Background: an optimization exercise with open tools, aiming at small area, a short achievable clock period and few clock cycles per item. Do not read the settings as production practice. The RTL was checked by simulation tests, not by an equivalence proof against the original design. No activity file was given, so power comes from the tool's default toggle rates.

--- design/flow/design.v ---
`timescale 1ns / 1ps
`timescale 1ns / 1ps
module mac (
    input  wire        clk,
    input  wire        rst,
    input  wire [31:0] x,
    input  wire [31:0] y,
    input  wire        start,
    output wire [31:0] z,
    output wire        busy
  );
  wire pp1 = ~(x[0] & y[0]);
  wire pp2 = ~(x[0] & y[1]);
  wire pp3 = ~(x[0] & y[2]);
  wire pp4 = ~(x[0] & y[3]);
  wire pp5 = ~(x[0] & y[4]);
  wire pp6 = ~(x[0] & y[5]);
  wire pp7 = ~(x[0] & y[6]);
  wire pp8 = x[0] & y[7];
  wire pp9 = ~(x[1] & y[0]);
  wire pp10 = ~(x[1] & y[1]);
  wire pp11 = ~(x[1] & y[2]);
  wire pp12 = ~(x[1] & y[3]);
  wire pp13 = ~(x[1] & y[4]);
  wire pp14 = ~(x[1] & y[5]);
  wire pp15 = ~(x[1] & y[6]);
  wire pp16 = x[1] & y[7];
  wire pp17 = ~(x[2] & y[0]);
  wire pp18 = ~(x[2] & y[1]);
  wire pp19 = ~(x[2] & y[2]);
  wire pp20 = ~(x[2] & y[3]);
  wire pp21 = ~(x[2] & y[4]);
  wire pp22 = ~(x[2] & y[5]);
  wire pp23 = ~(x[2] & y[6]);
  wire pp24 = x[2] & y[7];
  wire pp25 = ~(x[3] & y[0]);
  wire pp26 = ~(x[3] & y[1]);
  wire pp27 = ~(x[3] & y[2]);
  wire pp28 = ~(x[3] & y[3]);
  wire pp29 = ~(x[3] & y[4]);
  wire pp30 = ~(x[3] & y[5]);
  wire pp31 = ~(x[3] & y[6]);
  wire pp32 = x[3] & y[7];
  wire pp33 = ~(x[4] & y[0]);
  wire pp34 = ~(x[4] & y[1]);
  wire pp35 = ~(x[4] & y[2]);
  wire pp36 = ~(x[4] & y[3]);
  wire pp37 = ~(x[4] & y[4]);
  wire pp38 = ~(x[4] & y[5]);
  wire pp39 = ~(x[4] & y[6]);
  wire pp40 = x[4] & y[7];
  wire pp41 = ~(x[5] & y[0]);
  wire pp42 = ~(x[5] & y[1]);
  wire pp43 = ~(x[5] & y[2]);
  wire pp44 = ~(x[5] & y[3]);
  wire pp45 = ~(x[5] & y[4]);
  wire pp46 = ~(x[5] & y[5]);
  wire pp47 = ~(x[5] & y[6]);
  wire pp48 = x[5] & y[7];
  wire pp49 = ~(x[6] & y[0]);
  wire pp50 = ~(x[6] & y[1]);
  wire pp51 = ~(x[6] & y[2]);
  wire pp52 = ~(x[6] & y[3]);
  wire pp53 = ~(x[6] & y[4]);
  wire pp54 = ~(x[6] & y[5]);
  wire pp55 = ~(x[6] & y[6]);
  wire pp56 = x[6] & y[7];
  wire pp57 = x[7] & y[0];
  wire pp58 = x[7] & y[1];
  wire pp59 = x[7] & y[2];
  wire pp60 = x[7] & y[3];
  wire pp61 = x[7] & y[4];
  wire pp62 = x[7] & y[5];
  wire pp63 = x[7] & y[6];
  wire pp64 = ~(x[7] & y[7]);
  wire pp65 = ~(x[8] & y[8]);
  wire pp66 = ~(x[8] & y[9]);
  wire pp67 = ~(x[8] & y[10]);
  wire pp68 = ~(x[8] & y[11]);
  wire pp69 = ~(x[8] & y[12]);
  wire pp70 = ~(x[8] & y[13]);
  wire pp71 = ~(x[8] & y[14]);
  wire pp72 = x[8] & y[15];
  wire pp73 = ~(x[9] & y[8]);
  wire pp74 = ~(x[9] & y[9]);
  wire pp75 = ~(x[9] & y[10]);
  wire pp76 = ~(x[9] & y[11]);
  wire pp77 = ~(x[9] & y[12]);
  wire pp78 = ~(x[9] & y[13]);
  wire pp79 = ~(x[9] & y[14]);
  wire pp80 = x[9] & y[15];
  wire pp81 = ~(x[10] & y[8]);
  wire pp82 = ~(x[10] & y[9]);
  wire pp83 = ~(x[10] & y[10]);
  wire pp84 = ~(x[10] & y[11]);
  wire pp85 = ~(x[10] & y[12]);
  wire pp86 = ~(x[10] & y[13]);
  wire pp87 = ~(x[10] & y[14]);
  wire pp88 = x[10] & y[15];
  wire pp89 = ~(x[11] & y[8]);
  wire pp90 = ~(x[11] & y[9]);
  wire pp91 = ~(x[11] & y[10]);
  wire pp92 = ~(x[11] & y[11]);
  wire pp93 = ~(x[11] & y[12]);
  wire pp94 = ~(x[11] & y[13]);
  wire pp95 = ~(x[11] & y[14]);
  wire pp96 = x[11] & y[15];
  wire pp97 = ~(x[12] & y[8]);
  wire pp98 = ~(x[12] & y[9]);
  wire pp99 = ~(x[12] & y[10]);
  wire pp100 = ~(x[12] & y[11]);
  wire pp101 = ~(x[12] & y[12]);
  wire pp102 = ~(x[12] & y[13]);
  wire pp103 = ~(x[12] & y[14]);
  wire pp104 = x[12] & y[15];
  wire pp105 = ~(x[13] & y[8]);
  wire pp106 = ~(x[13] & y[9]);
  wire pp107 = ~(x[13] & y[10]);
  wire pp108 = ~(x[13] & y[11]);
  wire pp109 = ~(x[13] & y[12]);
  wire pp110 = ~(x[13] & y[13]);
  wire pp111 = ~(x[13] & y[14]);
  wire pp112 = x[13] & y[15];
  wire pp113 = ~(x[14] & y[8]);
  wire pp114 = ~(x[14] & y[9]);
  wire pp115 = ~(x[14] & y[10]);
  wire pp116 = ~(x[14] & y[11]);
  wire pp117 = ~(x[14] & y[12]);
  wire pp118 = ~(x[14] & y[13]);
  wire pp119 = ~(x[14] & y[14]);
  wire pp120 = x[14] & y[15];
  wire pp121 = x[15] & y[8];
  wire pp122 = x[15] & y[9];
  wire pp123 = x[15] & y[10];
  wire pp124 = x[15] & y[11];
  wire pp125 = x[15] & y[12];
  wire pp126 = x[15] & y[13];
  wire pp127 = x[15] & y[14];
  wire pp128 = ~(x[15] & y[15]);
  wire pp129 = ~(x[16] & y[16]);
  wire pp130 = ~(x[16] & y[17]);
  wire pp131 = ~(x[16] & y[18]);
  wire pp132 = ~(x[16] & y[19]);
  wire pp133 = ~(x[16] & y[20]);
  wire pp134 = ~(x[16] & y[21]);
  wire pp135 = ~(x[16] & y[22]);
  wire pp136 = x[16] & y[23];
  wire pp137 = ~(x[17] & y[16]);
  wire pp138 = ~(x[17] & y[17]);
  wire pp139 = ~(x[17] & y[18]);
  wire pp140 = ~(x[17] & y[19]);
  wire pp141 = ~(x[17] & y[20]);
  wire pp142 = ~(x[17] & y[21]);
  wire pp143 = ~(x[17] & y[22]);
  wire pp144 = x[17] & y[23];
  wire pp145 = ~(x[18] & y[16]);
  wire pp146 = ~(x[18] & y[17]);
  wire pp147 = ~(x[18] & y[18]);
  wire pp148 = ~(x[18] & y[19]);
  wire pp149 = ~(x[18] & y[20]);
  wire pp150 = ~(x[18] & y[21]);
  wire pp151 = ~(x[18] & y[22]);
  wire pp152 = x[18] & y[23];
  wire pp153 = ~(x[19] & y[16]);
  wire pp154 = ~(x[19] & y[17]);
  wire pp155 = ~(x[19] & y[18]);
  wire pp156 = ~(x[19] & y[19]);
  wire pp157 = ~(x[19] & y[20]);
  wire pp158 = ~(x[19] & y[21]);
  wire pp159 = ~(x[19] & y[22]);
  wire pp160 = x[19] & y[23];
  wire pp161 = ~(x[20] & y[16]);
  wire pp162 = ~(x[20] & y[17]);
  wire pp163 = ~(x[20] & y[18]);
  wire pp164 = ~(x[20] & y[19]);
  wire pp165 = ~(x[20] & y[20]);
  wire pp166 = ~(x[20] & y[21]);
  wire pp167 = ~(x[20] & y[22]);
  wire pp168 = x[20] & y[23];
  wire pp169 = ~(x[21] & y[16]);
  wire pp170 = ~(x[21] & y[17]);
  wire pp171 = ~(x[21] & y[18]);
  wire pp172 = ~(x[21] & y[19]);
  wire pp173 = ~(x[21] & y[20]);
  wire pp174 = ~(x[21] & y[21]);
  wire pp175 = ~(x[21] & y[22]);
  wire pp176 = x[21] & y[23];
  wire pp177 = ~(x[22] & y[16]);
  wire pp178 = ~(x[22] & y[17]);
  wire pp179 = ~(x[22] & y[18]);
  wire pp180 = ~(x[22] & y[19]);
  wire pp181 = ~(x[22] & y[20]);
  wire pp182 = ~(x[22] & y[21]);
  wire pp183 = ~(x[22] & y[22]);
  wire pp184 = x[22] & y[23];
  wire pp185 = x[23] & y[16];
  wire pp186 = x[23] & y[17];
  wire pp187 = x[23] & y[18];
  wire pp188 = x[23] & y[19];
  wire pp189 = x[23] & y[20];
  wire pp190 = x[23] & y[21];
  wire pp191 = x[23] & y[22];
  wire pp192 = ~(x[23] & y[23]);
  wire pp193 = ~(x[24] & y[24]);
  wire pp194 = ~(x[24] & y[25]);
  wire pp195 = ~(x[24] & y[26]);
  wire pp196 = ~(x[24] & y[27]);
  wire pp197 = ~(x[24] & y[28]);
  wire pp198 = ~(x[24] & y[29]);
  wire pp199 = ~(x[24] & y[30]);
  wire pp200 = x[24] & y[31];
  wire pp201 = ~(x[25] & y[24]);
  wire pp202 = ~(x[25] & y[25]);
  wire pp203 = ~(x[25] & y[26]);
  wire pp204 = ~(x[25] & y[27]);
  wire pp205 = ~(x[25] & y[28]);
  wire pp206 = ~(x[25] & y[29]);
  wire pp207 = ~(x[25] & y[30]);
  wire pp208 = x[25] & y[31];
  wire pp209 = ~(x[26] & y[24]);
  wire pp210 = ~(x[26] & y[25]);
  wire pp211 = ~(x[26] & y[26]);
  wire pp212 = ~(x[26] & y[27]);
  wire pp213 = ~(x[26] & y[28]);
  wire pp214 = ~(x[26] & y[29]);
  wire pp215 = ~(x[26] & y[30]);
  wire pp216 = x[26] & y[31];
  wire pp217 = ~(x[27] & y[24]);
  wire pp218 = ~(x[27] & y[25]);
  wire pp219 = ~(x[27] & y[26]);
  wire pp220 = ~(x[27] & y[27]);
  wire pp221 = ~(x[27] & y[28]);
  wire pp222 = ~(x[27] & y[29]);
  wire pp223 = ~(x[27] & y[30]);
  wire pp224 = x[27] & y[31];
  wire pp225 = ~(x[28] & y[24]);
  wire pp226 = ~(x[28] & y[25]);
  wire pp227 = ~(x[28] & y[26]);
  wire pp228 = ~(x[28] & y[27]);
  wire pp229 = ~(x[28] & y[28]);
  wire pp230 = ~(x[28] & y[29]);
  wire pp231 = ~(x[28] & y[30]);
  wire pp232 = x[28] & y[31];
  wire pp233 = ~(x[29] & y[24]);
  wire pp234 = ~(x[29] & y[25]);
  wire pp235 = ~(x[29] & y[26]);
  wire pp236 = ~(x[29] & y[27]);
  wire pp237 = ~(x[29] & y[28]);
  wire pp238 = ~(x[29] & y[29]);
  wire pp239 = ~(x[29] & y[30]);
  wire pp240 = x[29] & y[31];
  wire pp241 = ~(x[30] & y[24]);
  wire pp242 = ~(x[30] & y[25]);
  wire pp243 = ~(x[30] & y[26]);
  wire pp244 = ~(x[30] & y[27]);
  wire pp245 = ~(x[30] & y[28]);
  wire pp246 = ~(x[30] & y[29]);
  wire pp247 = ~(x[30] & y[30]);
  wire pp248 = x[30] & y[31];
  wire pp249 = x[31] & y[24];
  wire pp250 = x[31] & y[25];
  wire pp251 = x[31] & y[26];
  wire pp252 = x[31] & y[27];
  wire pp253 = x[31] & y[28];
  wire pp254 = x[31] & y[29];
  wire pp255 = x[31] & y[30];
  wire pp256 = ~(x[31] & y[31]);
  wire s257 = ~(pp1 ^ pp65);
  wire c258 = pp1 | pp65;
  wire s259, c259;
  mac_fa u259 (.a(pp129), .b(pp193), .ci(s257), .s(s259), .co(c259));
  wire s260 = ~(pp2 ^ pp9);
  wire c261 = pp2 | pp9;
  wire s262, c262;
  mac_fa u262 (.a(pp66), .b(pp73), .ci(pp130), .s(s262), .co(c262));
  wire s263, c263;
  mac_fa u263 (.a(pp137), .b(pp194), .ci(pp201), .s(s263), .co(c263));
  wire s264, c264;
  mac_fa u264 (.a(c258), .b(s260), .ci(s262), .s(s264), .co(c264));
  wire s265, c265;
  mac_fa u265 (.a(s263), .b(c259), .ci(s264), .s(s265), .co(c265));
  wire s266, c266;
  mac_fa u266 (.a(pp3), .b(pp10), .ci(pp17), .s(s266), .co(c266));
  wire s267, c267;
  mac_fa u267 (.a(pp67), .b(pp74), .ci(pp81), .s(s267), .co(c267));
  wire s268, c268;
  mac_fa u268 (.a(pp131), .b(pp138), .ci(pp145), .s(s268), .co(c268));
  wire s269, c269;
  mac_fa u269 (.a(pp195), .b(pp202), .ci(pp209), .s(s269), .co(c269));
  wire s270, c270;
  mac_fa u270 (.a(c261), .b(c262), .ci(c263), .s(s270), .co(c270));
  wire s271, c271;
  mac_fa u271 (.a(s266), .b(s267), .ci(s268), .s(s271), .co(c271));
  wire s272, c272;
  mac_fa u272 (.a(s269), .b(c264), .ci(s270), .s(s272), .co(c272));
  wire s273, c273;
  mac_fa u273 (.a(s271), .b(c265), .ci(s272), .s(s273), .co(c273));
  wire s274 = ~(pp4 ^ pp11);
  wire c275 = pp4 | pp11;
  wire s276, c276;
  mac_fa u276 (.a(pp18), .b(pp25), .ci(pp68), .s(s276), .co(c276));
  wire s277, c277;
  mac_fa u277 (.a(pp75), .b(pp82), .ci(pp89), .s(s277), .co(c277));
  wire s278, c278;
  mac_fa u278 (.a(pp132), .b(pp139), .ci(pp146), .s(s278), .co(c278));
  wire s279, c279;
  mac_fa u279 (.a(pp153), .b(pp196), .ci(pp203), .s(s279), .co(c279));
  wire s280, c280;
  mac_fa u280 (.a(pp210), .b(pp217), .ci(s274), .s(s280), .co(c280));
  wire s281, c281;
  mac_fa u281 (.a(c266), .b(c267), .ci(c268), .s(s281), .co(c281));
  wire s282, c282;
  mac_fa u282 (.a(c269), .b(s276), .ci(s277), .s(s282), .co(c282));
  wire s283, c283;
  mac_fa u283 (.a(s278), .b(s279), .ci(s280), .s(s283), .co(c283));
  wire s284, c284;
  mac_fa u284 (.a(c270), .b(c271), .ci(s281), .s(s284), .co(c284));
  wire s285, c285;
  mac_fa u285 (.a(s282), .b(s283), .ci(c272), .s(s285), .co(c285));
  wire s286, c286;
  mac_fa u286 (.a(s284), .b(c273), .ci(s285), .s(s286), .co(c286));
  wire s287 = ~(pp5 ^ pp12);
  wire c288 = pp5 | pp12;
  wire s289, c289;
  mac_fa u289 (.a(pp19), .b(pp26), .ci(pp33), .s(s289), .co(c289));
  wire s290, c290;
  mac_fa u290 (.a(pp69), .b(pp76), .ci(pp83), .s(s290), .co(c290));
  wire s291, c291;
  mac_fa u291 (.a(pp90), .b(pp97), .ci(pp133), .s(s291), .co(c291));
  wire s292, c292;
  mac_fa u292 (.a(pp140), .b(pp147), .ci(pp154), .s(s292), .co(c292));
  wire s293, c293;
  mac_fa u293 (.a(pp161), .b(pp197), .ci(pp204), .s(s293), .co(c293));
  wire s294, c294;
  mac_fa u294 (.a(pp211), .b(pp218), .ci(pp225), .s(s294), .co(c294));
  wire s295, c295;
  mac_fa u295 (.a(c275), .b(s287), .ci(c276), .s(s295), .co(c295));
  wire s296, c296;
  mac_fa u296 (.a(c277), .b(c278), .ci(c279), .s(s296), .co(c296));
  wire s297, c297;
  mac_fa u297 (.a(s289), .b(s290), .ci(s291), .s(s297), .co(c297));
  wire s298, c298;
  mac_fa u298 (.a(s292), .b(s293), .ci(s294), .s(s298), .co(c298));
  wire s299, c299;
  mac_fa u299 (.a(c280), .b(c281), .ci(c282), .s(s299), .co(c299));
  wire s300, c300;
  mac_fa u300 (.a(s295), .b(s296), .ci(s297), .s(s300), .co(c300));
  wire s301, c301;
  mac_fa u301 (.a(s298), .b(c283), .ci(c284), .s(s301), .co(c301));
  wire s302, c302;
  mac_fa u302 (.a(s299), .b(s300), .ci(c285), .s(s302), .co(c302));
  wire s303, c303;
  mac_fa u303 (.a(s301), .b(c286), .ci(s302), .s(s303), .co(c303));
  wire s304 = ~(pp6 ^ pp13);
  wire c305 = pp6 | pp13;
  wire s306, c306;
  mac_fa u306 (.a(pp20), .b(pp27), .ci(pp34), .s(s306), .co(c306));
  wire s307, c307;
  mac_fa u307 (.a(pp41), .b(pp70), .ci(pp77), .s(s307), .co(c307));
  wire s308, c308;
  mac_fa u308 (.a(pp84), .b(pp91), .ci(pp98), .s(s308), .co(c308));
  wire s309, c309;
  mac_fa u309 (.a(pp105), .b(pp134), .ci(pp141), .s(s309), .co(c309));
  wire s310, c310;
  mac_fa u310 (.a(pp148), .b(pp155), .ci(pp162), .s(s310), .co(c310));
  wire s311, c311;
  mac_fa u311 (.a(pp169), .b(pp198), .ci(pp205), .s(s311), .co(c311));
  wire s312, c312;
  mac_fa u312 (.a(pp212), .b(pp219), .ci(pp226), .s(s312), .co(c312));
  wire s313, c313;
  mac_fa u313 (.a(pp233), .b(c288), .ci(s304), .s(s313), .co(c313));
  wire s314, c314;
  mac_fa u314 (.a(c289), .b(c290), .ci(c291), .s(s314), .co(c314));
  wire s315, c315;
  mac_fa u315 (.a(c292), .b(c293), .ci(c294), .s(s315), .co(c315));
  wire s316, c316;
  mac_fa u316 (.a(s306), .b(s307), .ci(s308), .s(s316), .co(c316));
  wire s317, c317;
  mac_fa u317 (.a(s309), .b(s310), .ci(s311), .s(s317), .co(c317));
  wire s318, c318;
  mac_fa u318 (.a(s312), .b(s313), .ci(c295), .s(s318), .co(c318));
  wire s319, c319;
  mac_fa u319 (.a(c296), .b(c297), .ci(c298), .s(s319), .co(c319));
  wire s320, c320;
  mac_fa u320 (.a(s314), .b(s315), .ci(s316), .s(s320), .co(c320));
  wire s321, c321;
  mac_fa u321 (.a(s317), .b(c299), .ci(c300), .s(s321), .co(c321));
  wire s322, c322;
  mac_fa u322 (.a(s318), .b(s319), .ci(s320), .s(s322), .co(c322));
  wire s323, c323;
  mac_fa u323 (.a(c301), .b(s321), .ci(s322), .s(s323), .co(c323));
  wire s324 = ~(pp7 ^ pp14);
  wire c325 = pp7 | pp14;
  wire s326, c326;
  mac_fa u326 (.a(pp21), .b(pp28), .ci(pp35), .s(s326), .co(c326));
  wire s327, c327;
  mac_fa u327 (.a(pp42), .b(pp49), .ci(pp71), .s(s327), .co(c327));
  wire s328, c328;
  mac_fa u328 (.a(pp78), .b(pp85), .ci(pp92), .s(s328), .co(c328));
  wire s329, c329;
  mac_fa u329 (.a(pp99), .b(pp106), .ci(pp113), .s(s329), .co(c329));
  wire s330, c330;
  mac_fa u330 (.a(pp135), .b(pp142), .ci(pp149), .s(s330), .co(c330));
  wire s331, c331;
  mac_fa u331 (.a(pp156), .b(pp163), .ci(pp170), .s(s331), .co(c331));
  wire s332, c332;
  mac_fa u332 (.a(pp177), .b(pp199), .ci(pp206), .s(s332), .co(c332));
  wire s333, c333;
  mac_fa u333 (.a(pp213), .b(pp220), .ci(pp227), .s(s333), .co(c333));
  wire s334, c334;
  mac_fa u334 (.a(pp234), .b(pp241), .ci(c305), .s(s334), .co(c334));
  wire s335, c335;
  mac_fa u335 (.a(s324), .b(c306), .ci(c307), .s(s335), .co(c335));
  wire s336, c336;
  mac_fa u336 (.a(c308), .b(c309), .ci(c310), .s(s336), .co(c336));
  wire s337, c337;
  mac_fa u337 (.a(c311), .b(c312), .ci(s326), .s(s337), .co(c337));
  wire s338, c338;
  mac_fa u338 (.a(s327), .b(s328), .ci(s329), .s(s338), .co(c338));
  wire s339, c339;
  mac_fa u339 (.a(s330), .b(s331), .ci(s332), .s(s339), .co(c339));
  wire s340, c340;
  mac_fa u340 (.a(s333), .b(s334), .ci(c313), .s(s340), .co(c340));
  wire s341, c341;
  mac_fa u341 (.a(c314), .b(c315), .ci(c316), .s(s341), .co(c341));
  wire s342, c342;
  mac_fa u342 (.a(c317), .b(s335), .ci(s336), .s(s342), .co(c342));
  wire s343, c343;
  mac_fa u343 (.a(s337), .b(s338), .ci(s339), .s(s343), .co(c343));
  wire s344, c344;
  mac_fa u344 (.a(s340), .b(c318), .ci(c319), .s(s344), .co(c344));
  wire s345, c345;
  mac_fa u345 (.a(c320), .b(s341), .ci(s342), .s(s345), .co(c345));
  wire s346, c346;
  mac_fa u346 (.a(s343), .b(c321), .ci(c322), .s(s346), .co(c346));
  wire s347, c347;
  mac_fa u347 (.a(s344), .b(s345), .ci(c323), .s(s347), .co(c347));
  wire s348 = ~(pp8 ^ pp15);
  wire c349 = pp8 | pp15;
  wire s350, c350;
  mac_fa u350 (.a(pp22), .b(pp29), .ci(pp36), .s(s350), .co(c350));
  wire s351, c351;
  mac_fa u351 (.a(pp43), .b(pp50), .ci(pp57), .s(s351), .co(c351));
  wire s352, c352;
  mac_fa u352 (.a(pp72), .b(pp79), .ci(pp86), .s(s352), .co(c352));
  wire s353, c353;
  mac_fa u353 (.a(pp93), .b(pp100), .ci(pp107), .s(s353), .co(c353));
  wire s354, c354;
  mac_fa u354 (.a(pp114), .b(pp121), .ci(pp136), .s(s354), .co(c354));
  wire s355, c355;
  mac_fa u355 (.a(pp143), .b(pp150), .ci(pp157), .s(s355), .co(c355));
  wire s356, c356;
  mac_fa u356 (.a(pp164), .b(pp171), .ci(pp178), .s(s356), .co(c356));
  wire s357, c357;
  mac_fa u357 (.a(pp185), .b(pp200), .ci(pp207), .s(s357), .co(c357));
  wire s358, c358;
  mac_fa u358 (.a(pp214), .b(pp221), .ci(pp228), .s(s358), .co(c358));
  wire s359, c359;
  mac_fa u359 (.a(pp235), .b(pp242), .ci(pp249), .s(s359), .co(c359));
  wire s360, c360;
  mac_fa u360 (.a(c325), .b(s348), .ci(c326), .s(s360), .co(c360));
  wire s361, c361;
  mac_fa u361 (.a(c327), .b(c328), .ci(c329), .s(s361), .co(c361));
  wire s362, c362;
  mac_fa u362 (.a(c330), .b(c331), .ci(c332), .s(s362), .co(c362));
  wire s363, c363;
  mac_fa u363 (.a(c333), .b(s350), .ci(s351), .s(s363), .co(c363));
  wire s364, c364;
  mac_fa u364 (.a(s352), .b(s353), .ci(s354), .s(s364), .co(c364));
  wire s365, c365;
  mac_fa u365 (.a(s355), .b(s356), .ci(s357), .s(s365), .co(c365));
  wire s366, c366;
  mac_fa u366 (.a(s358), .b(s359), .ci(c334), .s(s366), .co(c366));
  wire s367, c367;
  mac_fa u367 (.a(c335), .b(c336), .ci(c337), .s(s367), .co(c367));
  wire s368, c368;
  mac_fa u368 (.a(c338), .b(c339), .ci(s360), .s(s368), .co(c368));
  wire s369, c369;
  mac_fa u369 (.a(s361), .b(s362), .ci(s363), .s(s369), .co(c369));
  wire s370, c370;
  mac_fa u370 (.a(s364), .b(s365), .ci(s366), .s(s370), .co(c370));
  wire s371, c371;
  mac_fa u371 (.a(c340), .b(c341), .ci(c342), .s(s371), .co(c371));
  wire s372, c372;
  mac_fa u372 (.a(c343), .b(s367), .ci(s368), .s(s372), .co(c372));
  wire s373, c373;
  mac_fa u373 (.a(s369), .b(s370), .ci(c344), .s(s373), .co(c373));
  wire s374, c374;
  mac_fa u374 (.a(c345), .b(s371), .ci(s372), .s(s374), .co(c374));
  wire s375, c375;
  mac_fa u375 (.a(c346), .b(s373), .ci(s374), .s(s375), .co(c375));
  wire s376 = ~(pp16 ^ pp23);
  wire c377 = pp16 | pp23;
  wire s378, c378;
  mac_fa u378 (.a(pp30), .b(pp37), .ci(pp44), .s(s378), .co(c378));
  wire s379, c379;
  mac_fa u379 (.a(pp51), .b(pp58), .ci(pp80), .s(s379), .co(c379));
  wire s380, c380;
  mac_fa u380 (.a(pp87), .b(pp94), .ci(pp101), .s(s380), .co(c380));
  wire s381, c381;
  mac_fa u381 (.a(pp108), .b(pp115), .ci(pp122), .s(s381), .co(c381));
  wire s382, c382;
  mac_fa u382 (.a(pp144), .b(pp151), .ci(pp158), .s(s382), .co(c382));
  wire s383, c383;
  mac_fa u383 (.a(pp165), .b(pp172), .ci(pp179), .s(s383), .co(c383));
  wire s384, c384;
  mac_fa u384 (.a(pp186), .b(pp208), .ci(pp215), .s(s384), .co(c384));
  wire s385, c385;
  mac_fa u385 (.a(pp222), .b(pp229), .ci(pp236), .s(s385), .co(c385));
  wire s386, c386;
  mac_fa u386 (.a(pp243), .b(pp250), .ci(c349), .s(s386), .co(c386));
  wire s387, c387;
  mac_fa u387 (.a(s376), .b(c350), .ci(c351), .s(s387), .co(c387));
  wire s388, c388;
  mac_fa u388 (.a(c352), .b(c353), .ci(c354), .s(s388), .co(c388));
  wire s389, c389;
  mac_fa u389 (.a(c355), .b(c356), .ci(c357), .s(s389), .co(c389));
  wire s390, c390;
  mac_fa u390 (.a(c358), .b(c359), .ci(s378), .s(s390), .co(c390));
  wire s391, c391;
  mac_fa u391 (.a(s379), .b(s380), .ci(s381), .s(s391), .co(c391));
  wire s392, c392;
  mac_fa u392 (.a(s382), .b(s383), .ci(s384), .s(s392), .co(c392));
  wire s393, c393;
  mac_fa u393 (.a(s385), .b(s386), .ci(c360), .s(s393), .co(c393));
  wire s394, c394;
  mac_fa u394 (.a(c361), .b(c362), .ci(c363), .s(s394), .co(c394));
  wire s395, c395;
  mac_fa u395 (.a(c364), .b(c365), .ci(s387), .s(s395), .co(c395));
  wire s396, c396;
  mac_fa u396 (.a(s388), .b(s389), .ci(s390), .s(s396), .co(c396));
  wire s397, c397;
  mac_fa u397 (.a(s391), .b(s392), .ci(c366), .s(s397), .co(c397));
  wire s398, c398;
  mac_fa u398 (.a(c367), .b(c368), .ci(c369), .s(s398), .co(c398));
  wire s399, c399;
  mac_fa u399 (.a(s393), .b(s394), .ci(s395), .s(s399), .co(c399));
  wire s400, c400;
  mac_fa u400 (.a(s396), .b(c370), .ci(s397), .s(s400), .co(c400));
  wire s401, c401;
  mac_fa u401 (.a(c371), .b(c372), .ci(s398), .s(s401), .co(c401));
  wire s402, c402;
  mac_fa u402 (.a(s399), .b(s400), .ci(c373), .s(s402), .co(c402));
  wire s403 = ~(pp24 ^ pp31);
  wire c404 = pp24 | pp31;
  wire s405, c405;
  mac_fa u405 (.a(pp38), .b(pp45), .ci(pp52), .s(s405), .co(c405));
  wire s406, c406;
  mac_fa u406 (.a(pp59), .b(pp88), .ci(pp95), .s(s406), .co(c406));
  wire s407, c407;
  mac_fa u407 (.a(pp102), .b(pp109), .ci(pp116), .s(s407), .co(c407));
  wire s408, c408;
  mac_fa u408 (.a(pp123), .b(pp152), .ci(pp159), .s(s408), .co(c408));
  wire s409, c409;
  mac_fa u409 (.a(pp166), .b(pp173), .ci(pp180), .s(s409), .co(c409));
  wire s410, c410;
  mac_fa u410 (.a(pp187), .b(pp216), .ci(pp223), .s(s410), .co(c410));
  wire s411, c411;
  mac_fa u411 (.a(pp230), .b(pp237), .ci(pp244), .s(s411), .co(c411));
  wire s412, c412;
  mac_fa u412 (.a(pp251), .b(c377), .ci(s403), .s(s412), .co(c412));
  wire s413, c413;
  mac_fa u413 (.a(c378), .b(c379), .ci(c380), .s(s413), .co(c413));
  wire s414, c414;
  mac_fa u414 (.a(c381), .b(c382), .ci(c383), .s(s414), .co(c414));
  wire s415, c415;
  mac_fa u415 (.a(c384), .b(c385), .ci(s405), .s(s415), .co(c415));
  wire s416, c416;
  mac_fa u416 (.a(s406), .b(s407), .ci(s408), .s(s416), .co(c416));
  wire s417, c417;
  mac_fa u417 (.a(s409), .b(s410), .ci(s411), .s(s417), .co(c417));
  wire s418, c418;
  mac_fa u418 (.a(c386), .b(s412), .ci(c387), .s(s418), .co(c418));
  wire s419, c419;
  mac_fa u419 (.a(c388), .b(c389), .ci(c390), .s(s419), .co(c419));
  wire s420, c420;
  mac_fa u420 (.a(c391), .b(c392), .ci(s413), .s(s420), .co(c420));
  wire s421, c421;
  mac_fa u421 (.a(s414), .b(s415), .ci(s416), .s(s421), .co(c421));
  wire s422, c422;
  mac_fa u422 (.a(s417), .b(c393), .ci(c394), .s(s422), .co(c422));
  wire s423, c423;
  mac_fa u423 (.a(c395), .b(c396), .ci(s418), .s(s423), .co(c423));
  wire s424, c424;
  mac_fa u424 (.a(s419), .b(s420), .ci(s421), .s(s424), .co(c424));
  wire s425, c425;
  mac_fa u425 (.a(c397), .b(c398), .ci(c399), .s(s425), .co(c425));
  wire s426, c426;
  mac_fa u426 (.a(s422), .b(s423), .ci(s424), .s(s426), .co(c426));
  wire s427, c427;
  mac_fa u427 (.a(c400), .b(c401), .ci(s425), .s(s427), .co(c427));
  wire s428, c428;
  mac_fa u428 (.a(pp32), .b(pp39), .ci(pp46), .s(s428), .co(c428));
  wire s429, c429;
  mac_fa u429 (.a(pp53), .b(pp60), .ci(pp96), .s(s429), .co(c429));
  wire s430, c430;
  mac_fa u430 (.a(pp103), .b(pp110), .ci(pp117), .s(s430), .co(c430));
  wire s431, c431;
  mac_fa u431 (.a(pp124), .b(pp160), .ci(pp167), .s(s431), .co(c431));
  wire s432, c432;
  mac_fa u432 (.a(pp174), .b(pp181), .ci(pp188), .s(s432), .co(c432));
  wire s433, c433;
  mac_fa u433 (.a(pp224), .b(pp231), .ci(pp238), .s(s433), .co(c433));
  wire s434, c434;
  mac_fa u434 (.a(pp245), .b(pp252), .ci(c404), .s(s434), .co(c434));
  wire s435, c435;
  mac_fa u435 (.a(c405), .b(c406), .ci(c407), .s(s435), .co(c435));
  wire s436, c436;
  mac_fa u436 (.a(c408), .b(c409), .ci(c410), .s(s436), .co(c436));
  wire s437, c437;
  mac_fa u437 (.a(c411), .b(s428), .ci(s429), .s(s437), .co(c437));
  wire s438, c438;
  mac_fa u438 (.a(s430), .b(s431), .ci(s432), .s(s438), .co(c438));
  wire s439, c439;
  mac_fa u439 (.a(s433), .b(s434), .ci(c412), .s(s439), .co(c439));
  wire s440, c440;
  mac_fa u440 (.a(c413), .b(c414), .ci(c415), .s(s440), .co(c440));
  wire s441, c441;
  mac_fa u441 (.a(c416), .b(c417), .ci(s435), .s(s441), .co(c441));
  wire s442, c442;
  mac_fa u442 (.a(s436), .b(s437), .ci(s438), .s(s442), .co(c442));
  wire s443, c443;
  mac_fa u443 (.a(s439), .b(c418), .ci(c419), .s(s443), .co(c443));
  wire s444, c444;
  mac_fa u444 (.a(c420), .b(c421), .ci(s440), .s(s444), .co(c444));
  wire s445, c445;
  mac_fa u445 (.a(s441), .b(s442), .ci(c422), .s(s445), .co(c445));
  wire s446, c446;
  mac_fa u446 (.a(c423), .b(c424), .ci(s443), .s(s446), .co(c446));
  wire s447, c447;
  mac_fa u447 (.a(s444), .b(c425), .ci(c426), .s(s447), .co(c447));
  wire s448, c448;
  mac_fa u448 (.a(pp40), .b(pp47), .ci(pp54), .s(s448), .co(c448));
  wire s449, c449;
  mac_fa u449 (.a(pp61), .b(pp104), .ci(pp111), .s(s449), .co(c449));
  wire s450, c450;
  mac_fa u450 (.a(pp118), .b(pp125), .ci(pp168), .s(s450), .co(c450));
  wire s451, c451;
  mac_fa u451 (.a(pp175), .b(pp182), .ci(pp189), .s(s451), .co(c451));
  wire s452, c452;
  mac_fa u452 (.a(pp232), .b(pp239), .ci(pp246), .s(s452), .co(c452));
  wire s453, c453;
  mac_fa u453 (.a(pp253), .b(c428), .ci(c429), .s(s453), .co(c453));
  wire s454, c454;
  mac_fa u454 (.a(c430), .b(c431), .ci(c432), .s(s454), .co(c454));
  wire s455, c455;
  mac_fa u455 (.a(c433), .b(s448), .ci(s449), .s(s455), .co(c455));
  wire s456, c456;
  mac_fa u456 (.a(s450), .b(s451), .ci(s452), .s(s456), .co(c456));
  wire s457, c457;
  mac_fa u457 (.a(c434), .b(c435), .ci(c436), .s(s457), .co(c457));
  wire s458, c458;
  mac_fa u458 (.a(c437), .b(c438), .ci(s453), .s(s458), .co(c458));
  wire s459, c459;
  mac_fa u459 (.a(s454), .b(s455), .ci(s456), .s(s459), .co(c459));
  wire s460, c460;
  mac_fa u460 (.a(c439), .b(c440), .ci(c441), .s(s460), .co(c460));
  wire s461, c461;
  mac_fa u461 (.a(c442), .b(s457), .ci(s458), .s(s461), .co(c461));
  wire s462, c462;
  mac_fa u462 (.a(s459), .b(c443), .ci(c444), .s(s462), .co(c462));
  wire s463, c463;
  mac_fa u463 (.a(s460), .b(s461), .ci(c445), .s(s463), .co(c463));
  wire s464, c464;
  mac_fa u464 (.a(pp48), .b(pp55), .ci(pp62), .s(s464), .co(c464));
  wire s465, c465;
  mac_fa u465 (.a(pp112), .b(pp119), .ci(pp126), .s(s465), .co(c465));
  wire s466, c466;
  mac_fa u466 (.a(pp176), .b(pp183), .ci(pp190), .s(s466), .co(c466));
  wire s467, c467;
  mac_fa u467 (.a(pp240), .b(pp247), .ci(pp254), .s(s467), .co(c467));
  wire s468, c468;
  mac_fa u468 (.a(c448), .b(c449), .ci(c450), .s(s468), .co(c468));
  wire s469, c469;
  mac_fa u469 (.a(c451), .b(c452), .ci(s464), .s(s469), .co(c469));
  wire s470, c470;
  mac_fa u470 (.a(s465), .b(s466), .ci(s467), .s(s470), .co(c470));
  wire s471, c471;
  mac_fa u471 (.a(c453), .b(c454), .ci(c455), .s(s471), .co(c471));
  wire s472, c472;
  mac_fa u472 (.a(c456), .b(s468), .ci(s469), .s(s472), .co(c472));
  wire s473, c473;
  mac_fa u473 (.a(s470), .b(c457), .ci(c458), .s(s473), .co(c473));
  wire s474, c474;
  mac_fa u474 (.a(c459), .b(s471), .ci(s472), .s(s474), .co(c474));
  wire s475, c475;
  mac_fa u475 (.a(c460), .b(c461), .ci(s473), .s(s475), .co(c475));
  wire s476, c476;
  mac_fa u476 (.a(s474), .b(c462), .ci(s475), .s(s476), .co(c476));
  wire s477, c477;
  mac_fa u477 (.a(pp56), .b(pp63), .ci(pp120), .s(s477), .co(c477));
  wire s478, c478;
  mac_fa u478 (.a(pp127), .b(pp184), .ci(pp191), .s(s478), .co(c478));
  wire s479, c479;
  mac_fa u479 (.a(pp248), .b(pp255), .ci(c464), .s(s479), .co(c479));
  wire s480, c480;
  mac_fa u480 (.a(c465), .b(c466), .ci(c467), .s(s480), .co(c480));
  wire s481, c481;
  mac_fa u481 (.a(s477), .b(s478), .ci(c468), .s(s481), .co(c481));
  wire s482, c482;
  mac_fa u482 (.a(c469), .b(c470), .ci(s479), .s(s482), .co(c482));
  wire s483, c483;
  mac_fa u483 (.a(s480), .b(c471), .ci(c472), .s(s483), .co(c483));
  wire s484, c484;
  mac_fa u484 (.a(s481), .b(s482), .ci(c473), .s(s484), .co(c484));
  wire s485, c485;
  mac_fa u485 (.a(c474), .b(s483), .ci(c475), .s(s485), .co(c485));
  wire s486, c486;
  mac_fa u486 (.a(pp64), .b(pp128), .ci(pp192), .s(s486), .co(c486));
  wire s487, c487;
  mac_fa u487 (.a(pp256), .b(c477), .ci(c478), .s(s487), .co(c487));
  wire s488, c488;
  mac_fa u488 (.a(s486), .b(c479), .ci(c480), .s(s488), .co(c488));
  wire s489, c489;
  mac_fa u489 (.a(s487), .b(c481), .ci(c482), .s(s489), .co(c489));
  wire s490, c490;
  mac_fa u490 (.a(s488), .b(c483), .ci(s489), .s(s490), .co(c490));
  wire s491, c491;
  mac_fa u491 (.a(c486), .b(c487), .ci(c488), .s(s491), .co(c491));
  wire s492, c492;
  mac_fa u492 (.a(c489), .b(s491), .ci(c490), .s(s492), .co(c492));
  reg  [37:0] r;
  always @(posedge clk)
  begin
    if (start)
      r <= {c492, c491, s492, c485, s490, c484, s485, c476, s484, s476, c463, s463, c447, s462, c446, s447, c427, s446, s445, s427, c402, s426, s402, c375, s401, c374, s375, c347, s347, s346, c303, s323, c302, s303, s286, s273, s265, s259};
  end
  wire s493, c493;
  mac_fa u493 (.a(r[5]), .b(r[6]), .ci(r[7]), .s(s493), .co(c493));
  wire s494, c494;
  mac_fa u494 (.a(r[8]), .b(r[9]), .ci(c493), .s(s494), .co(c494));
  wire s495 = r[10] ^ r[11];
  wire c496 = r[10] & r[11];
  wire s497, c497;
  mac_fa u497 (.a(r[12]), .b(r[13]), .ci(r[14]), .s(s497), .co(c497));
  wire s498, c498;
  mac_fa u498 (.a(r[15]), .b(c496), .ci(s497), .s(s498), .co(c498));
  wire s499, c499;
  mac_fa u499 (.a(r[16]), .b(r[17]), .ci(r[18]), .s(s499), .co(c499));
  wire s500 = c497 ^ s499;
  wire c501 = c497 & s499;
  wire s502, c502;
  mac_fa u502 (.a(r[19]), .b(r[20]), .ci(r[21]), .s(s502), .co(c502));
  wire s503, c503;
  mac_fa u503 (.a(r[22]), .b(c499), .ci(s502), .s(s503), .co(c503));
  wire s504, c504;
  mac_fa u504 (.a(r[23]), .b(r[24]), .ci(r[25]), .s(s504), .co(c504));
  wire s505, c505;
  mac_fa u505 (.a(r[26]), .b(c502), .ci(s504), .s(s505), .co(c505));
  wire s506, c506;
  mac_fa u506 (.a(r[27]), .b(r[28]), .ci(c504), .s(s506), .co(c506));
  wire s507, c507;
  mac_fa u507 (.a(r[29]), .b(r[30]), .ci(r[31]), .s(s507), .co(c507));
  wire s508, c508;
  mac_fa u508 (.a(r[32]), .b(r[33]), .ci(r[34]), .s(s508), .co(c508));
  wire g0 = r[0] & 1'b0;
  wire p0 = r[0] ^ 1'b0;
  wire g1 = r[1] & 1'b0;
  wire p1 = r[1] ^ 1'b0;
  wire g2 = r[2] & 1'b0;
  wire p2 = r[2] ^ 1'b0;
  wire g3 = r[3] & 1'b0;
  wire p3 = r[3] ^ 1'b0;
  wire g4 = r[4] & 1'b0;
  wire p4 = r[4] ^ 1'b0;
  wire g5 = s493 & 1'b0;
  wire p5 = s493 ^ 1'b0;
  wire g6 = s494 & 1'b0;
  wire p6 = s494 ^ 1'b0;
  wire g7 = s495 & c494;
  wire p7 = s495 ^ c494;
  wire g8 = s498 & 1'b0;
  wire p8 = s498 ^ 1'b0;
  wire g9 = s500 & c498;
  wire p9 = s500 ^ c498;
  wire g10 = c501 & s503;
  wire p10 = c501 ^ s503;
  wire g11 = c503 & s505;
  wire p11 = c503 ^ s505;
  wire g12 = c505 & s506;
  wire p12 = c505 ^ s506;
  wire g13 = s507 & c506;
  wire p13 = s507 ^ c506;
  wire g14 = c507 & s508;
  wire p14 = c507 ^ s508;
  wire g15 = r[35] & c508;
  wire p15 = r[35] ^ c508;
  wire g16 = r[36] & r[37];
  wire p16 = r[36] ^ r[37];
  wire G1_1 = g1 | (p1 & g0);
  wire P1_1 = p1 & p0;
  wire G1_3 = g3 | (p3 & g2);
  wire P1_3 = p3 & p2;
  wire G1_5 = g5 | (p5 & g4);
  wire P1_5 = p5 & p4;
  wire G1_7 = g7 | (p7 & g6);
  wire P1_7 = p7 & p6;
  wire G1_9 = g9 | (p9 & g8);
  wire P1_9 = p9 & p8;
  wire G1_11 = g11 | (p11 & g10);
  wire P1_11 = p11 & p10;
  wire G1_13 = g13 | (p13 & g12);
  wire P1_13 = p13 & p12;
  wire G1_15 = g15 | (p15 & g14);
  wire P1_15 = p15 & p14;
  wire G2_2 = g2 | (p2 & G1_1);
  wire P2_2 = p2 & P1_1;
  wire G2_3 = G1_3 | (P1_3 & G1_1);
  wire P2_3 = P1_3 & P1_1;
  wire G2_6 = g6 | (p6 & G1_5);
  wire P2_6 = p6 & P1_5;
  wire G2_7 = G1_7 | (P1_7 & G1_5);
  wire P2_7 = P1_7 & P1_5;
  wire G2_10 = g10 | (p10 & G1_9);
  wire P2_10 = p10 & P1_9;
  wire G2_11 = G1_11 | (P1_11 & G1_9);
  wire P2_11 = P1_11 & P1_9;
  wire G2_14 = g14 | (p14 & G1_13);
  wire P2_14 = p14 & P1_13;
  wire G2_15 = G1_15 | (P1_15 & G1_13);
  wire P2_15 = P1_15 & P1_13;
  wire G4_4 = g4 | (p4 & G2_3);
  wire P4_4 = p4 & P2_3;
  wire G4_5 = G1_5 | (P1_5 & G2_3);
  wire P4_5 = P1_5 & P2_3;
  wire G4_6 = G2_6 | (P2_6 & G2_3);
  wire P4_6 = P2_6 & P2_3;
  wire G4_7 = G2_7 | (P2_7 & G2_3);
  wire P4_7 = P2_7 & P2_3;
  wire G4_12 = g12 | (p12 & G2_11);
  wire P4_12 = p12 & P2_11;
  wire G4_13 = G1_13 | (P1_13 & G2_11);
  wire P4_13 = P1_13 & P2_11;
  wire G4_14 = G2_14 | (P2_14 & G2_11);
  wire P4_14 = P2_14 & P2_11;
  wire G4_15 = G2_15 | (P2_15 & G2_11);
  wire P4_15 = P2_15 & P2_11;
  wire G8_8 = g8 | (p8 & G4_7);
  wire P8_8 = p8 & P4_7;
  wire G8_9 = G1_9 | (P1_9 & G4_7);
  wire P8_9 = P1_9 & P4_7;
  wire G8_10 = G2_10 | (P2_10 & G4_7);
  wire P8_10 = P2_10 & P4_7;
  wire G8_11 = G2_11 | (P2_11 & G4_7);
  wire P8_11 = P2_11 & P4_7;
  wire G8_12 = G4_12 | (P4_12 & G4_7);
  wire P8_12 = P4_12 & P4_7;
  wire G8_13 = G4_13 | (P4_13 & G4_7);
  wire P8_13 = P4_13 & P4_7;
  wire G8_14 = G4_14 | (P4_14 & G4_7);
  wire P8_14 = P4_14 & P4_7;
  wire G8_15 = G4_15 | (P4_15 & G4_7);
  wire P8_15 = P4_15 & P4_7;
  wire [2:0] sgn;
  mac_sgn1 usgn0 (.g(g16), .p(p16), .c(G8_15), .s(sgn[0]));
  mac_sgn1 usgn1 (.g(g16), .p(p16), .c(G8_15), .s(sgn[1]));
  mac_sgn1 usgn2 (.g(g16), .p(p16), .c(G8_15), .s(sgn[2]));
  assign z    = {sgn[2], sgn[2], sgn[2], sgn[2], sgn[2], sgn[1], sgn[1], sgn[1], sgn[1], sgn[1], sgn[0], sgn[0], sgn[0], sgn[0], sgn[0],
                 ~(p16 ^ G8_15), ~(p15 ^ G8_14), ~(p14 ^ G8_13), ~(p13 ^ G8_12), ~(p12 ^ G8_11), ~(p11 ^ G8_10), ~(p10 ^ G8_9), ~(p9 ^ G8_8), ~(p8 ^ G4_7), ~(p7 ^ G4_6), ~(p6 ^ G4_5), ~(p5 ^ G4_4), ~(p4 ^ G2_3), ~(p3 ^ G2_2), ~(p2 ^ G1_1), ~(p1 ^ g0), ~p0};
  assign busy = 1'b0;
endmodule
module mac_fa (
    input  wire a,
    input  wire b,
    input  wire ci,
    output wire s,
    output wire co
  );
  assign s  = a ^ b ^ ci;
  assign co = (a & b) | (a & ci) | (b & ci);
endmodule
module mac_sgn (
    input  wire t,
    input  wire g,
    input  wire p,
    input  wire c,
    output wire s
  );
  assign s = ~(t ^ (g | (p & c)));
endmodule
module mac_sgn0 (
    input  wire g,
    input  wire p,
    input  wire c,
    output wire s
  );
  assign s = ~(g | (p & c));
endmodule
module mac_sgn1 (
    input  wire g,
    input  wire p,
    input  wire c,
    output wire s
  );
  assign s = g | (p & c);
endmodule
--- design/flow/flow/run.sh ---
#!/bin/bash
# The standard layout (standard.sh), with port buffers of the given cell instead
# of the one buffer_ports picks by default.  make's output goes to standard.log;
# ORFS keeps each step's log under orfs/logs.
set -euo pipefail
export BUFFER_PORTS_ARGS="-buffer_cell sky130_fd_sc_hd__buf_2"
bash standard.sh > standard.log 2>&1
--- design/flow/standard.sh ---
#!/bin/bash
# synth_recipe.tcl (not shown) runs the flow's synth.tcl, then flattens the netlist and writes it again
# the make line also repeats each setting of config.mk as NAME=value (left out here)
make -C /OpenROAD-flow-scripts/flow DESIGN_CONFIG=/design/flow/config.mk WORK_HOME=/design/flow/orfs CLKGATE_MAP_FILE= SYNTH_SCRIPT=/design/flow/synth_recipe.tcl "${@:-finish}"
--- design/flow/config.mk ---
export PLATFORM = sky130hd
export DESIGN_NAME = mac
export DESIGN_NICKNAME = mac
export VERILOG_FILES = /design/flow/design.v
export SDC_FILE = /design/flow/constraint.sdc
export NUM_CORES = 4
export LEC_CHECK = 0
export CAP_MARGIN = 20
export CORE_MARGIN = 2
export CORE_UTILIZATION = 40
export PLACE_DENSITY = 0.95
export SETUP_SLACK_MARGIN = 2.35
export SLEW_MARGIN = 20
export SYNTH_HIERARCHICAL = 1
export SYNTH_MINIMUM_KEEP_SIZE = 0
--- design/flow/constraint.sdc ---
create_clock -name core_clock -period 7.0 [get_ports {clk}]
set_input_delay 1.4000 -clock core_clock [delete_from_list [all_inputs] [get_ports {clk}]]
set_output_delay 1.4000 -clock core_clock [all_outputs]
set_load 0.01 [all_outputs]
==> run notes, run 1 <==
DRC viols=0; area share of the largest cell type after synthesis=60.0%; status=no timing/DRC/antenna violations; clk root buf=clkbuf_16; PwrDens=489 nW/um^2; Worst EP required=7020 ps; GRT Util Overall=21.1%; Fmax=215 MHz; hold buffer count at CTS=0; CP max FO=8; Final setup viols=0; largest reg by FF count=r; Crit-path slowest cell=fa_1; Synth cell types=26; Non-Filler Instances=943; CTS tree=built; Die Y=143 um; vias post-DR=5306; final hold viol count=0; Initial Util=40.9%; relative slew slack=44.4%; flops & latches, synth=38; Top cell by count, worst path=fa_1; Die Wd=143 um; MaxCap Viol Count=0; Commonest cells post-synth=fa_1 (230), nand2_1 (188), and2_1 (69), edfxtp_1 (38), inv_1 (29); cell leakage power=3.27 nW; Worst Min Path Start=x[24]; area delta synth->final=11.3%; Final Core Density=45.5%; clk buf depth=2; area of the core=18800 um^2; Synth Warn #=7; DP Cell Count=934; fin nets=1025; DIE AREA=20300 um^2; initial antenna violation count=0; FILL cells=1627; initial drt markers=431; ys async rst share=0%; Via-to-Cell Ratio=5.63; fin crit share=66.3%; Pins Over Slew Limit=0; VDD IR max=0.352 mV; pin count of the biggest net entering global routing=39; First-pass DRT Iterations=9; Crit. End Element=flop; data arrival time of the critical path=4660 ps; count leader, synth=fa_1; max reg flops=38; WS Path Type=primary input to flop; TNS Setup=0 ps; final setup margin=2360 ps; synthesized area per cell=12.1 um^2; Post-synth EDFFs=38; CTS H-tree lvls=2; Routed wire per std cell=21.5 um; Worst setup SP type=primary input; Port-buffer cells=97; biggest regs=r x38; RD Place Congestion=1.05; vias in the first global route=6138; DRT antenna net count=0; hold path endpoint=r[0]$_DFFE_PP_; total congestion overflow=0; # clock sinks=38; Clock Pin Slew Worst Setup and Hold Paths=60 ps; class of the worst hold path=primary input to flop; top cells by area, synth=fa_1 (60%), edfxtp_1 (15%), nand2_1 (9.2%); min Tclk post-route=4640 ps; mapped cell area=7680 um^2; syn nets=952; Main synth FF type=edfxtp_1; pre-CTS setup slack=2040 ps; Inserted Clock Buffers=5; Mapped Cells=634; Seq/Total Area, Yosys=14.9%; Post-Route WL=20200 um; Worst Hold Depth=3; Yosys top cell by area=fa_1; post-detail-place hpwl=17200 um; first-pass GRT wire length=32100 um; FP Rows=50; unrepaired setup endpoints after global routing=true; critical path, cell by cell=clkbuf_4 > nand2_1 > fa_1 > fa_1 > fa_2 > fa_1 > fa_1 > fa_1; I/O Pins=100; layout cell share with drive strength beyond 1=17.5%; Worst-Margin Slew=834 ps; CP peak stage delay=610 ps
==> per-module statistics from Yosys, one instance, submodules excluded <==
module	flip-flops and latches	cells	cell area, um^2
mac_fa	0	1	20.0
mac	38	401	3050
mac_sgn1	0	1	7.51
==> worst max-delay path: cells and delay by family <==
kind / cells / cell delay [ps]
AND/OR/NAND/NOR: 1 / 90
adder cells (fa/ha/maj): 6 / 3000
buffers and inverters: 1 / 170
==> cells by family after synthesis <==
| logic type | count (synthesis) | share of synthesized area (%) |
|---|---|---|
| flops | 38 | 14.9 |
| compound gates | 11 | 1.61 |
| other cells | 1 | 0.0488 |
| xor+xnor | 8 | 1.01 |
| buf+inv | 60 | 3.57 |
| simple gates | 265 | 15.5 |
| fa+ha+maj | 251 | 63.4 |
==> metrics by stage <==
stage / total power, mW / hold slack [ps] / cell area, um^2
4_1_cts: 4.21 / 1620 / 8470
5_1_grt: 4.62 / 1670 / 8550
6_report: 4.18 / 1640 / 8550
3_5_place_dp: 3.94 / 1860 / 8310
2_1_floorplan: 2.89 / 1510 / 7710
3_3_place_gp: 3.77 / 1860 / 8310
==> placed cells by master (no fill, tap or decap), drive strengths merged, types with 21 or more instances in the layout <==
| cell type | count |
|---|---|
| fa | 230 |
| nand2 | 188 |
| buf | 75 |
| and2 | 69 |
| edfxtp | 38 |
| inv | 29 |
| clkbuf | 29 |
| ha | 21 |
==> power by group <==
part	internal (mW)	leakage [nW]	switching (mW)
sequential	0.524	0.373	0.0572
clock	0.168	0.0781	0.0837
combinational	1.49	2.82	1.85
==> repair_timing <==
action / CTS / global route
gates resized for setup: 2 / 29
pin swaps: 0 / 2
buffers inserted: 0 / 0
endpoints found under the setup margin: 2 / 6
==> final cells by class <==
type	instances	area (um^2)	area share, %
Timing Repair Buffer	97	543	6.35
Inverter	29	109	1.27
Antenna cell	1	2.50	0.0293
Clock buffer	7	133	1.55
Tap cell	234	293	3.43
Sequential cell	38	1140	13.3
Multi-Input combinational cell	536	6300	73.7
Clock inverter	1	30.0	0.351
==> per-layer routing <==
layer	GRT usage (%)	routed length, um
met5	0	0
met3	6.22	2510
met2	36.7	10000
met4	10.5	904
met1	23.7	6800
==> worst max-delay path by stage <==
stage,cells after the start,to,startpoint
6_report,8,r[11]$_DFFE_PP_,x[2]
2_1_floorplan,8,r[11]$_DFFE_PP_,x[9]
3_5_place_dp,8,r[11]$_DFFE_PP_,y[22]
4_1_cts,8,r[11]$_DFFE_PP_,y[19]
5_1_grt,8,r[11]$_DFFE_PP_,y[2]
3_3_place_gp,8,r[11]$_DFFE_PP_,y[22]
Testbench counts, summed over its fixed seeds: cycles 512, items 512.
==> run 2: changes to the inputs <==
--- a/design/flow/flow/run.sh
+++ b/design/flow/flow/run.sh
@@ -4,4 +4,4 @@
 # ORFS keeps each step's log under orfs/logs.
 set -euo pipefail
-export BUFFER_PORTS_ARGS="-buffer_cell sky130_fd_sc_hd__buf_2"
+export BUFFER_PORTS_ARGS="-buffer_cell sky130_fd_sc_hd__buf_1"
 bash standard.sh > standard.log 2>&1
--- a/design/flow/config.mk
+++ b/design/flow/config.mk
@@ -9,5 +9,4 @@
 export CORE_MARGIN = 2
 export CORE_UTILIZATION = 40
-export PLACE_DENSITY = 0.95
 export SETUP_SLACK_MARGIN = 2.35
 export SLEW_MARGIN = 20
==> run 2 against run 1 <==
- sequential power decreased by 0.9%
- sequential share of layout area rose by 0.061 points
- design area decreased by 0.45%
- clock power down 14%
- core utilization decreased by 0.21 points
- non-clock buffer count did not move
- critical path depth is the same
- highest routed layer unchanged
- still clean on timing, DRC and antenna
- first-iteration DRC count is 33% lower
- via count shrank 5.8%
- critical endpoint unchanged
- largest power group unchanged
- wire length increased by 4.8%
==> run notes, run 2 <==
Synth Warn #=7 (unchanged); most frequent cells in the layout=fa_1 (215), nand2_1 (187), and2_1 (69); FP Rows=50 (unchanged); Fmax=217 MHz (+0.64%); layout cell share with drive strength beyond 1=15.7% (-1.8 points); Clock Pin Slew Worst Setup and Hold Paths=60 ps (about the same); Int Pwr=2.08 mW (-4.7%); I/O Pins=100 (unchanged); vias in the first global route=5949 (-3.1%); class of the worst hold path=primary input to flop; Die Y=143 um (unchanged); combinational fraction of design power=80.3% (+0.2 points); FILL cells=1757 (+8.0%); synthesized area per cell=12.1 um^2 (unchanged); area share of the largest cell type after synthesis=60.0% (unchanged); PwrDens=472 nW/um^2 (-3.3%); first-pass GRT wire length=33500 um (+4.3%); initial antenna violation count=0 (unchanged); biggest regs=r x38; Commonest cells post-synth=fa_1 (230), nand2_1 (188), and2_1 (69), edfxtp_1 (38), inv_1 (29); vias post-DR=4997 (-5.8%); hold buffer count at CTS=0 (unchanged); Inserted Clock Buffers=5 (unchanged); CP max FO=8 (unchanged); RD Place Congestion=0.956 (-9.2%); area occupied by multi-input gates=6320 um^2 (+0.40%); MaxCap Viol Count=0 (unchanged); clk buf depth=2 (unchanged); area of the core=18800 um^2 (unchanged); total congestion overflow=0 (unchanged); initial drt markers=287 (-33%); DP Cell Count=934 (unchanged); Yosys top cell by area=fa_1; Sw Share=48.2% (+0.49 points); ys async rst share=0% (unchanged); area delta synth->final=10.8%; Non-Filler Instances=942 (-0.11%); Post-Route WL=21200 um (+4.8%); unrepaired setup endpoints after global routing=true; DRT antenna net count=0 (unchanged); data arrival time of the critical path=4640 ps (-20 ps); final hold viol count=0 (unchanged); CTS tree=built; VDD IR max=0.217 mV (-38%); register area=1140 um^2 (unchanged); syn nets=952 (unchanged); status=no timing/DRC/antenna violations; Worst-Margin Slew=979 ps (+145 ps); # diodes=0 (-1); largest reg by FF count=r; Seq/Total Area, Yosys=14.9% (unchanged); Port-buffer cells=97 (unchanged); Post-synth EDFFs=38 (unchanged); flops & latches, synth=38 (unchanged); count leader, synth=fa_1; Worst Min Path Start=x[24]; Synth cell types=26 (unchanged); Mapped Cells=634 (unchanged); TNS Setup=0 ps (unchanged); GRT Util Overall=22.2% (+1.1 points); commonest non-fill, non-tap cell in the layout=fa_1; Main synth FF type=edfxtp_1; Die Wd=143 um (unchanged); Most Crowded Layer GR=met2; clk root buf=clkbuf_16; WS Path Type=primary input to flop; max reg flops=38 (unchanged); pin count of the biggest net entering global routing=39 (unchanged); Worst setup SP type=primary input; mapped cell area=7680 um^2 (unchanged); Pins Over Slew Limit=0 (unchanged); CTS H-tree lvls=2 (unchanged); Switching Power=1.94 mW (-2.8%); fin crit share=65.9% (-0.42 points); post-detail-place hpwl=18100 um (+5.6%); Via-to-Cell Ratio=5.30 (-5.7%); # clock sinks=38 (unchanged); crit path from=x[5]; fin nets=1025 (unchanged); Crit. End Element=flop; Routed wire per std cell=22.5 um (+4.9%); top cells by area, synth=fa_1 (60%), edfxtp_1 (15%), nand2_1 (9.2%); Final setup viols=0 (unchanged); relative slew slack=34.8% (-9.6 points); DRC viols=0 (unchanged); First-pass DRT Iterations=5 (-4); met3 Resource Use GR=3.40% (-2.8 points); clock share of power=5.4% (-0.6 points); Initial Util=40.9% (unchanged); Seq pwr share=14.3% (+0.4 points); cell leakage power=3.21 nW (-1.8%); min Tclk post-route=4610 ps (-29.5 ps); met2 capacity usage during global routing=38.7% (+2.0 points); Worst EP required=7030 ps (about the same); met1 usage=29.9% (+6.2 points); DIE AREA=20300 um^2 (unchanged)
[run 2: cell families (layout without fill, tap and decap cells)]
kind of cell             count (synthesis)  in the layout  synth area share (%)
AO/OA/AOI/OAI                           11             11                  1.61
adder cells (fa/ha/maj)                251            251                  63.4
flip-flops                              38             38                  14.9
AND/OR/NAND/NOR                        265            265                  15.5
XOR/XNOR                                 8              8                  1.01
buffers and inverters                   60            134                  3.57
other                                    1              1                0.0488
[run 2: what timing repair did]
| action | in CTS | in global routing |
|---|---|---|
| gates resized for setup | 54 | 56 |
| setup buffers | 0 | 0 |
| pin swaps | 0 | 8 |
| endpoints found under the setup margin | 19 | 27 |
[run 2: worst paths after layout]
| kind | endpoint | slack (ps) | cells past startpoint |
|---|---|---|---|
| max | r[11]$_DFFE_PP_ | 2390 | 8 |
| min | r[0]$_DFFE_PP_ | 1660 | 3 |
[run 2: per-stage QoR]
| step | instance area (um^2) | hold WS (ps) | utilization [%] | power, mW | worst slack, ps |
|---|---|---|---|---|---|
| 2_1_floorplan | 7710 | 1510 | - | 2.89 | 2320 |
| 3_3_place_gp | 8190 | 1850 | 43.6 | 3.68 | 1790 |
| 3_5_place_dp | 8190 | 1850 | 43.6 | 3.76 | 1770 |
| 4_1_cts | 8390 | 1650 | 44.7 | 3.99 | 2350 |
| 5_1_grt | 8510 | 1700 | 45.3 | 4.50 | 2330 |
| 6_report | 8510 | 1660 | 45.3 | 4.02 | 2390 |
[run 2: final cells by class]
class / count / area share [%]
Multi-Input combinational cell: 536 / 74.3
Sequential cell: 38 / 13.4
Timing Repair Buffer: 97 / 5.96
Tap cell: 234 / 3.44
Clock buffer: 6 / 1.51
Inverter: 29 / 1.28
Clock inverter: 2 / 0.103
[run 2: power groups by stage]
stage               clock network (mW)  logic [mW]  registers (mW)
floorplan                            0        2.32           0.570
global placement                     0        3.10           0.577
detailed placement                   0        3.18           0.584
CTS                              0.223        3.19           0.580
global route                     0.229        3.68           0.591
finish                           0.217        3.23           0.576
[run 2: worst max-delay path, stage by stage]
cell     delay [ps]
buf_2           180
nand2_1         100
fa_1            530
fa_2            420
fa_1            510
fa_1            620
fa_1            440
fa_1            430
[run 2: per-layer routing]
metal	up-vias	share of wire [%]	wire length [um]
li1	2079	-	-
met1	2670	41	8630
met2	230	50	10700
met3	18	7.9	1680
met4	0	1.1	237
met5	-	0	0
[run 2: per-module statistics from Yosys, one instance, submodules excluded]
| module | flip-flops and latches | times used | cells |
|---|---|---|---|
| mac | 38 | 1 | 401 |
| mac_fa | 0 | 230 | 1 |
| mac_sgn1 | 0 | 3 | 1 |

## static timing again, ports no longer ideal
Ports are ideal in the flow. The routed layouts listed here were re-timed in OpenROAD. Step 1 sets driving cells, clkbuf_16 on the clock port and buf_2 on the other inputs (assumed; they add their load-dependent delay and slew). Step 2, shift: input delay + t, output delay - t, t = (earliest + latest rising clock arrival at the registers) / 2. This alone moves slack from input paths to output paths. Slacks: ideal ports / drivers / drivers and shift; pairs: ideal ports / drivers.
run | t (ns) | setup slack, ns | worst register clock-pin slew, ns | worst slew at a driven data input, ns
run 1 | 0.318 | 2.358 / 2.357 / 2.040 | 0.06 / 0.06 | 0.05
run 2 | 0.322 | 2.387 / 2.405 / 2.083 | 0.06 / 0.06 | 0.05
After both steps setup and hold are still met in every run listed. The setup slack of run 1, which loses most, moves by -0.001 ns with the drivers and by -0.318 ns with both steps.
